This is an optimization exercise on Yosys and OpenROAD, whose aim is small area, a short achievable clock period and few clock cycles, not a production implementation. Function was checked by simulation only, so behaviour that the tests miss may differ from the original. Power figures rest on the tool's default switching activity, not on a simulated workload.

==> flow/design.v (excerpt) <==
module seq_core(
    input              rst,    
    input              clk,
    output reg [(10)-1:0] pc,
    input  [(16)-1:0] instruction,
    output             read,
    output             write,
    output [(10)-1:0] address,
    input  [(32)-1:0] data_in,
    output [(32)-1:0] data_out,
    output             halted
);
integer k;
reg [31:0] rf [0:7];
reg [7:0]  rvalid;
reg        e_valid;
reg        e_pred;             
reg [9:0]  e_pc1;              
reg [7:0]  e_ir;
reg [2:0]  e_cc;
reg [31:0] A, B;
reg [7:0]  e_wen;              
reg        e_halt, e_load, e_store, e_jmp, e_jmpr, e_jc, e_jrc;
reg        e_sub, e_shl, e_shr, e_ashr, e_arith, e_loadc;
reg [3:0]  e_lut;              
reg        h_r;
wire [31:0] sum = A + (B ^ {32{e_sub}}) + {31'd0, e_sub};
reg  [31:0] lres;
always @(*) for (k = 0; k < 32; k = k + 1) lres[k] = e_lut[{A[k], B[k]}];
reg  [31:0] sh_in;
always @(*) for (k = 0; k < 32; k = k + 1) sh_in[k] = e_shl ? A[31-k] : A[k];
wire        sh_fill = e_ashr & A[31];
wire [63:0] sh_ext  = {{32{sh_fill}}, sh_in};
wire [31:0] sh_r    = e_ir[5] ? {32{sh_fill}} : sh_ext[e_ir[4:0] +: 32];
reg  [31:0] sh_rev;
always @(*) for (k = 0; k < 32; k = k + 1) sh_rev[k] = sh_r[31-k];
wire [31:0] result = ({32{e_load}}  & data_in)
                   | ({32{e_loadc}} & {A[23:0], e_ir[7:0]})
                   | ({32{e_shr}}   & sh_r)
                   | ({32{e_shl}}   & sh_rev)
  ...
Size: ~2100 cells after synthesis, roughly 390 flip-flops, roughly 0.022 sq mm of cells after synthesis.
clock: 8.5 ns
lec_check: 0
cap_margin: 20
core_margin: 2
core_utilization: 40
place_density: 0.6
slew_margin: 20
standard.sh (not shown) runs the stock make flow with config.mk's settings and CLKGATE_MAP_FILE= SYNTH_SCRIPT=/design/flow/synth_recipe.tcl, a recipe that flattens the netlist after the stock synthesis.
==> flow/flow/run.sh <==
#!/bin/bash
# The standard ORFS layout, with plain buf_2 port buffers instead of the
# default delay-cell buffers, a clock tree of clkbuf_8 without dummy loads,
# and timing repair aiming 5.25 ns below the clock period.
set -euo pipefail
bash standard.sh 'BUFFER_PORTS_ARGS=-buffer_cell sky130_fd_sc_hd__buf_2' \
  'CTS_ARGS=-sink_clustering_enable -repair_clock_nets -dont_use_dummy_load -buf_list sky130_fd_sc_hd__clkbuf_8' \
  SETUP_SLACK_MARGIN=5.25 finish > standard.log 2>&1
Testbench counts at the start, summed over its fixed seeds: cycles 19,978.
Change:
==> flow/flow/run.sh (replaced) <==
#!/bin/bash
# The standard ORFS layout, with plain buf_2 port buffers instead of the
# default delay-cell buffers, and a clock tree of clkbuf_16 with sink
# clusters of up to 20 flip-flops and no dummy loads.
set -euo pipefail
bash standard.sh 'BUFFER_PORTS_ARGS=-buffer_cell sky130_fd_sc_hd__buf_2' \
  'CTS_ARGS=-sink_clustering_enable -repair_clock_nets -dont_use_dummy_load -buf_list sky130_fd_sc_hd__clkbuf_16 -sink_clustering_size 20 -sink_clustering_max_diameter 150' \
  finish > standard.log 2>&1
SETUP_SLACK_MARGIN = 5   (was not set)
After rerunning:
- setup slack loses 0.092 ns
- cell count went down by 4.6%
- die area does not change
- power went down by 6.5%
- synthesized cell count is unchanged
- first-iteration DRC count goes down by 9.9%
- combinational power decreases by 15%
- cell area drops by 10%
Change:
==> flow/flow/run.sh (replaced) <==
#!/bin/bash
# The standard ORFS layout, with plain buffers on the ports instead of the
# default delay-cell buffers, and a clock tree of clkbuf_8 without dummy loads.
set -euo pipefail
bash standard.sh 'BUFFER_PORTS_ARGS=-buffer_cell sky130_fd_sc_hd__buf_2' \
  'CTS_ARGS=-sink_clustering_enable -repair_clock_nets -dont_use_dummy_load -buf_list sky130_fd_sc_hd__clkbuf_8' \
  finish > standard.log 2>&1
=> Worst hold slack is worse by 0.0068 ns. Maximum frequency rose by 3.3%. Clock skew rose by 0.035 ns. Area after synthesis is unchanged. Wire length fell by 1.6%. Critical path depth rose by 1. Die area is unchanged. Sequential cell count stays the same.
Change:
CORE_UTILIZATION = 50   (was 40)
PLACE_DENSITY = 0.65   (was 0.6)
- The changed run finished with timing, DRC and antenna clean
- clock-buffer cell count stays the same
- core utilization climbs by 11 points
- wire length drops by a few percent
- setup slack improved by 0.040 ns
- hold slack got worse by 0.013 ns

-- separate check: timing with driven ports --
The results above use ideal ports. As a check the final layouts listed here were re-extracted and re-timed, cells and wires unchanged.
Step 1 assumes that a clkbuf_16 drives the clock port and a buf_2 every other input.
Step 2 times the ports against the registers' clock, not the clock port: input delays grow and output delays shrink by t, the midpoint of the rising clock arrivals with the driver on.
Slacks: no drivers / after step 1 / after step 2; pairs: no drivers / after step 1.
run	shift t [ns]	slack for setup (ns)	worst setup path at the end	slew at the worst register clock pin (ns)	worst slew at a driven data input, ns
the first run	0.661	4.935 / 4.935 / 4.544	input to register	0.08 / 0.08	0.07
the second run	0.610	4.843 / 4.843 / 4.441	input to register	0.10 / 0.10	0.06
the third run	0.701	4.959 / 4.959 / 4.342	input to register	0.07 / 0.07	0.06
the fourth run	0.694	4.998 / 4.998 / 4.343	input to register	0.07 / 0.07	0.04
After both steps setup and hold are still met in every run listed. For the fourth run, which loses most, drivers alone change the setup slack by 0.000 ns; drivers and shift together by -0.655 ns.
